What follows belongs to an exercise in optimizing a design on an open flow for small area and a short achievable clock period; a production flow would make more cautious choices. The RTL of this run was laid out without a check of its function. Power figures rest on the tool's default switching activity, not on a simulated workload.

<file path="design/flow/config.mk">
export PLATFORM = sky130hd
export DESIGN_NAME = cic_iq
export DESIGN_NICKNAME = cic_iq
export VERILOG_FILES = /design/flow/design.v
export SDC_FILE = /design/flow/constraint.sdc
export NUM_CORES = 4
export LEC_CHECK = 0
export CAP_MARGIN = 20
export CORE_MARGIN = 2
export CORE_UTILIZATION = 40
export SLEW_MARGIN = 20
</file>
<file path="design/flow/constraint.sdc">
create_clock -name core_clock -period 8.0 [get_ports {clk}]
set_input_delay 1.6000 -clock core_clock [delete_from_list [all_inputs] [get_ports {clk}]]
set_output_delay 1.6000 -clock core_clock [all_outputs]
set_load 0.01 [all_outputs]
</file>
<file path="design/flow/design.v">
`timescale 1ns/1ns
module MyCIC
 #(
	parameter NUM_STAGES = 4,
	parameter MAX_RATE = 160,
	parameter DATA_WIDTH = 19
 )
(
	input wire clk,
	input wire reset_n,
	input wire [7:0] rate,
	input wire [3:0] rate_div,
	input wire [4:0] gain,
	input wire [1:0] in_error,
	input wire in_valid,
	output wire in_ready,
	input wire signed [DATA_WIDTH-1:0] in_data,
	output reg signed [DATA_WIDTH-1:0] out_data,
	output wire [1:0] out_error,
	output reg out_valid,
	input wire out_ready
);
	function integer clog2;
		input integer value;
		begin
			value = value - 1;
			for (clog2 = 0; value > 0; clog2 = clog2 + 1)
				value = value >> 1;
		end
	endfunction
	localparam RATE_WIDTH = clog2(MAX_RATE);
	localparam SCALE_WIDTH = clog2(MAX_RATE**NUM_STAGES);
	localparam WIDTH = SCALE_WIDTH + DATA_WIDTH;
	integer i;
	reg signed [WIDTH-1:0] integ [0:NUM_STAGES];
	reg signed [WIDTH-1:0] diff [0:NUM_STAGES];
	reg signed [WIDTH-1:0] diff_d [0:NUM_STAGES];
	reg [RATE_WIDTH-1:0] count;
	reg next_out_valid;
	assign in_ready = 1'b1;
	assign out_error = 2'b00;
	always @(posedge clk)
	begin
		if (~reset_n)
		begin
			for (i = 1; i <= NUM_STAGES; i = i + 1) begin
				integ[i] <= 0;
			end
			diff[1] <= 0;
		end else if (in_valid)
		begin
			integ[1] <= in_data + integ[1];
			for (i = 2; i <= NUM_STAGES; i = i + 1) begin
				integ[i] <= integ[i-1] + integ[i];
			end
			diff[1] <= integ[NUM_STAGES-1] + integ[NUM_STAGES];
		end
	end
	always @(posedge clk)
	begin
		if (~reset_n)
		begin
			count <= 0;
			next_out_valid <= 1'b1;
		end else if (in_valid)
		begin			
			if (count == rate - 1)
			begin
				count <= 0;
				next_out_valid <= 1'b1;
			end else
			begin
				count <= count + 1;
				next_out_valid <= 1'b0;
			end
		end else
		begin
			next_out_valid <= 1'b0;
		end
	end
	always @(posedge clk)
	begin
		if (~reset_n)
		begin
			for (i = 1; i <= NUM_STAGES; i = i + 1) begin
				diff_d[i] <= 0;
			end
			for (i = 2; i <= NUM_STAGES; i = i + 1) begin
				diff[i] <= 0;
			end
			out_data <= 0;
		end else
		begin
			out_valid <= next_out_valid;
			if (next_out_valid)
			begin
				for (i = 1; i <= NUM_STAGES; i = i + 1) begin
					diff_d[i] <= diff[i];
				end
				for (i = 2; i <= NUM_STAGES; i = i + 1) begin
					diff[i] <= diff[i-1] - diff_d[i-1];
				end
				out_data <= (diff[NUM_STAGES] - diff_d[NUM_STAGES]) >>> (SCALE_WIDTH - rate_div * NUM_STAGES + 8 - gain);
			end
		end
	end
endmodule
`timescale 1ns/1ns
module cic_iq
(
	input wire clk,
	input wire reset_n,
	input wire [3:0] rate_div,
	input wire [4:0] gain,
	input wire in_valid,
	input wire signed [23:0] in_i,
	input wire signed [23:0] in_q,
	output wire signed [23:0] out_i,
	output wire signed [23:0] out_q,
	output wire out_valid
);
	localparam CIC_WIDTH = 24;
	localparam CIC_NUM_STAGES = 4;
	localparam CIC_MAX_RATE = 160;
	MyCIC #(
		.NUM_STAGES(CIC_NUM_STAGES),
		.MAX_RATE(CIC_MAX_RATE),
		.DATA_WIDTH(CIC_WIDTH)
	) cic_inst_i (
		.clk       (clk),
		.reset_n   (reset_n),
		.rate      (CIC_MAX_RATE >> rate_div),
		.rate_div  (rate_div),
		.gain      (gain),
		.in_error  (2'b00),
		.in_valid  (in_valid),
		.in_ready  (),
		.in_data   (in_i),
		.out_data  (out_i),
		.out_error (),
		.out_valid (out_valid),
		.out_ready (1'b1)
	);
	MyCIC #(
		.NUM_STAGES(CIC_NUM_STAGES),
		.MAX_RATE(CIC_MAX_RATE),
		.DATA_WIDTH(CIC_WIDTH)
	) cic_inst_q (
		.clk       (clk),
		.reset_n   (reset_n),
		.rate      (CIC_MAX_RATE >> rate_div),
		.rate_div  (rate_div),
		.gain      (gain),
		.in_error  (2'b00),
		.in_valid  (in_valid),
		.in_ready  (),
		.in_data   (in_q),
		.out_data  (out_q),
		.out_error (),
		.out_valid (),
		.out_ready (1'b1)
	);
endmodule
</file>
<file path="design/flow/run.sh">
#!/bin/bash
# synth_recipe.tcl (not shown) runs the flow's synth.tcl, then flattens the netlist and writes it again
# the make line also repeats each setting of config.mk as NAME=value (left out here)
make -C /OpenROAD-flow-scripts/flow DESIGN_CONFIG=/design/flow/config.mk WORK_HOME=/design/flow/orfs CLKGATE_MAP_FILE= SYNTH_SCRIPT=/design/flow/synth_recipe.tcl finish
</file>
==> impl_metrics.py <==
metrics = {
    "clock_network": {
        "post_cts_buffers": 0,
        "cts_resized": 0,
        "insertion_delay_ns": 0.82,
        "cts_tree": "done",
        "cts_buffer_depth": 3,
        "cts_root_buf": "clkbuf_16",
        "htree_levels": 4,
        "clk_pin_slew_ns": 0.05,
        "cts_hold_buffers": 0,
        "cts.sinks": 1255,
        "cts_buffers": 151,
    },
    "detailed_routing": {
        "post_drt_wl_per_cell_um": 18.2,
        "vias": 84364,
        "routed_via_density": 5.55,
        "finalWirelength_um": 277000,
        "drtAntennaViolNets": 0,
        "drtIter0Drc": 5304,
        "drc": 0,
        "dr.pass1.iters": 6,
    },
    "sta": {
        "fin_crit_sh_pct": 75.0,
        "hold-worst-slack_ns": 0.480,
        "rsz0062_at_grt": "false",
        "slew-limit-headroom_pct": 21.0,
        "finClkSkew_ns": 0.0439,
        "post-route-min-period_ns": 6.00,
        "worst_slew_pin_slew_ns": 1.18,
        "slew_violations": 0,
        "finalSetupTns_ns": 0,
        "final_hold_viol_count": 0,
        "fmax_mhz": 167,
        "fin_ws_ns": 2.00,
        "finalSetupViolCount": 0,
    },
    "floorplanning": {
        "coreArea_um2": 238000,
        "pin_count": 109,
        "die_w_um": 493,
        "initial_core_util_pct": 40.2,
        "fp-row-count": 179,
        "dieArea_um2": 243000,
        "die_height_um": 493,
    },
    "synthesis": {
        "synthesis.area_um2": 95500,
        "synth_cells": 12032,
        "avgSynthCellArea_um2": 7.94,
        "yosysWarnings": 6,
        "yosysTopAreaCell": "dfxtp_1",
        "synth_flop_cell": "dfxtp_1",
        "synth_area_leaders": "dfxtp_1 26%, ha_1 11%, mux2i_1 9.6%",
        "yosys_register_bits": 1255,
        "syn_nets": 12968,
        "async_reset_ff_share_pct": 0,
        "yosysSeqAreaShare_pct": 26.3,
        "synth_top_area_share_pct": 26.3,
        "synth.distinct_cells": 125,
        "synth_edf_count": 1,
    },
    "layout": {
        "fillers": 23424,
        "final_layout_size_suffix_gt1_share_pct": 4.97,
        "area_growth_syn_to_layout_pct": 9.87,
        "design_area_um2": 105000,
        "final_util_pct": 44.2,
        "nets": 12847,
        "stdcell_count": 15200,
    },
    "power": {
        "p_int_mw": 21.2,
        "p_leak_nw": 47.3,
        "power_frac_seq_pct": 21.5,
        "p_per_area_nw_per_um2": 376,
        "p_sw_share_pct": 46.3,
        "p_switching_mw": 18.3,
        "total_power_mw": 39.5,
        "p_comb_share_pct": 60.4,
        "clkPwrFrac_pct": 18.1,
        "irDropWorstVdd_mv": 0.311,
    },
    "critical_path": {
        "path_class": "input port to register",
        "start_kind": "input port",
        "cp_data_required_time_ns": 8.71,
        "end_kind": "register",
        "crit_arrival_ns": 6.70,
        "cp_max_fo": 9,
    },
    "global_routing": {
        "grtUsageTotal_pct": 21.9,
        "grt_pass1_vias": 79985,
        "grt_max_degree": 147,
        "antenna_found_initial": 8,
        "grt_remaining_overflow": 0,
        "grt_pass1_wl_um": 441000,
    },
    "place": {
        "port_buffers": 108,
        "placed_area_um2": 99700,
        "place.detailed.instances": 14925,
        "routabilityCongestion": 0.932,
        "post-dp-hpwl_um": 209000,
        "place_ws_ns": 1.24,
    },
    "status": {
        "status": "complete, no violations",
    },
    "min_path": {
        "hp-class": "register to register",
    },
    "job": {
        "cap_violations": 0,
    },
}
[sequential cells by signal (all words and copies together) (netlist names)]
name,count
cic_inst_i.diff,162
cic_inst_i.out_data,24
cic_inst_q.integ,216
cic_inst_q.diff,162
cic_inst_i.integ,216
cic_inst_i.next_out_valid,1
cic_inst_q.next_out_valid,1
cic_inst_q.out_data,24
cic_inst_i.count,8
cic_inst_q.diff_d,216
cic_inst_q.count,8
cic_inst_i.out_valid,1
cic_inst_i.diff_d,216
[worst max-delay path, cell delays in order]
cell,delay [ns]
clkdlybuf4s50_1,0.62
inv_1,0.19
ha_1,0.37
ha_1,0.30
a21o_1,0.11
a21oi_1,0.07
buf_4,0.19
o31ai_1,0.33
a21oi_1,0.19
nand2b_2,0.31
nor2_1,0.69
buf_4,0.38
o311ai_1,0.22
a41oi_2,0.25
inv_1,0.06
o31ai_1,0.46
a311oi_1,0.10
or2_1,0.24
[cells in the final DEF (no fill, tap or decap), types with 158 or more instances in the layout]
cell type	synthesis	layout
nor3_1	230	230
o21bai_1	158	158
a21oi_1	1022	1021
nor2_1	1670	1667
nand2_1	701	700
inv_1	669	665
dfxtp_1	1254	1252
a21o_1	534	534
o21ai_0	617	616
xor2_1	248	247
ha_1	858	857
mux2i_1	913	913
nand3_1	217	217
xnor2_1	459	456
a211oi_1	169	169
[cell type report]
| class | count | area [um2] | share of cell area (%) |
|---|---|---|---|
| well taps | 3167 | 3960 | 3.78 |
| clock inverters | 65 | 742 | 0.707 |
| repair buffers | 243 | 2130 | 2.03 |
| multi-input cells | 9588 | 66000 | 62.9 |
| flip-flops and latches | 1255 | 25100 | 24.0 |
| inverters | 672 | 2530 | 2.42 |
| clock buffers | 206 | 4450 | 4.24 |
| diodes | 4 | 10.0 | 0.00954 |
[path summary, 6_finish.rpt]
check | startpoint | to | slack (ns) | cells after the start
min reg2reg | cic_inst_i.integ[1][53] | cic_inst_i.integ[1][53] | 0.48 | 2
max reg2reg | cic_inst_q.diff[4][0] | cic_inst_q.out_data[3] | 2.50 | 18
max | rate_div[0] | cic_inst_q.out_data[10] | 2.00 | 18
min | cic_inst_i.integ[1][53] | cic_inst_i.integ[1][53] | 0.48 | 2
[per-layer routing]
metal	global-route usage, %	wire length (um)	vias to the layer above
li1	-	-	43089
met1	30.4	136000	39255
met5	0	30	-
met3	2.37	10200	413
met2	35.4	122000	1603
met4	7.44	8870	4
[logic make-up after synthesis]
kind of cell    share of synthesized area (%)
xor+xnor                                 6.50
compound gates                           23.8
flops                                    26.3
buf+inv                                  4.73
simple gates                             16.9
mux                                      10.1
fa+ha+maj                                11.6
[cells in the mapped netlist (all sizes together), types with 113 or more instances]
cell / number
o21bai: 158
a31oi: 113
xnor2: 459
nand2: 701
o21a: 126
mux2i: 913
a21oi: 1030
nand2b: 124
a21o: 534
xor2: 249
nor3: 234
o21ai: 643
nor2b: 127
ha: 858
nand3: 218
nor2: 1671
a211oi: 173
dfxtp: 1254
clkbuf: 414
inv: 670
[power by group through the flow]
stage | Combinational (mW) | Sequential, mW | Clock (mW)
6_report | 23.8 | 8.48 | 7.15
5_1_grt | 26.1 | 8.64 | 7.59
4_1_cts | 23.6 | 8.50 | 7.36
3_5_place_dp | 23.5 | 8.62 | 0
3_3_place_gp | 23.3 | 8.58 | 0
2_1_floorplan | 17.4 | 8.15 | 0

-- afterwards: timing with drivers on the ports --
The flow's constraints put no driver on any port. The routed layout listed below was extracted and timed again, unchanged, in two steps.
Step 1 assumes that a clkbuf_16 drives the clock port and a buf_2 every other input.
Step 2 also shifts input and output timing later by t, the mid clock arrival at the registers, as if the neighbouring blocks saw the same clock.
Three values: ideal, step 1, step 2; two values: the first two.
t (ns): 0.885
setup slack, ns: 2.002 / 1.941 / 1.056
hold slack, ns: 0.480 / 0.480 / 0.480
worst slew at a driven data input, ns: 0.15
cell pins on the clock port's net: 1
After both steps this run still meets setup and hold. For this run, drivers alone change the setup slack by -0.061 ns; drivers and shift together by -0.946 ns.
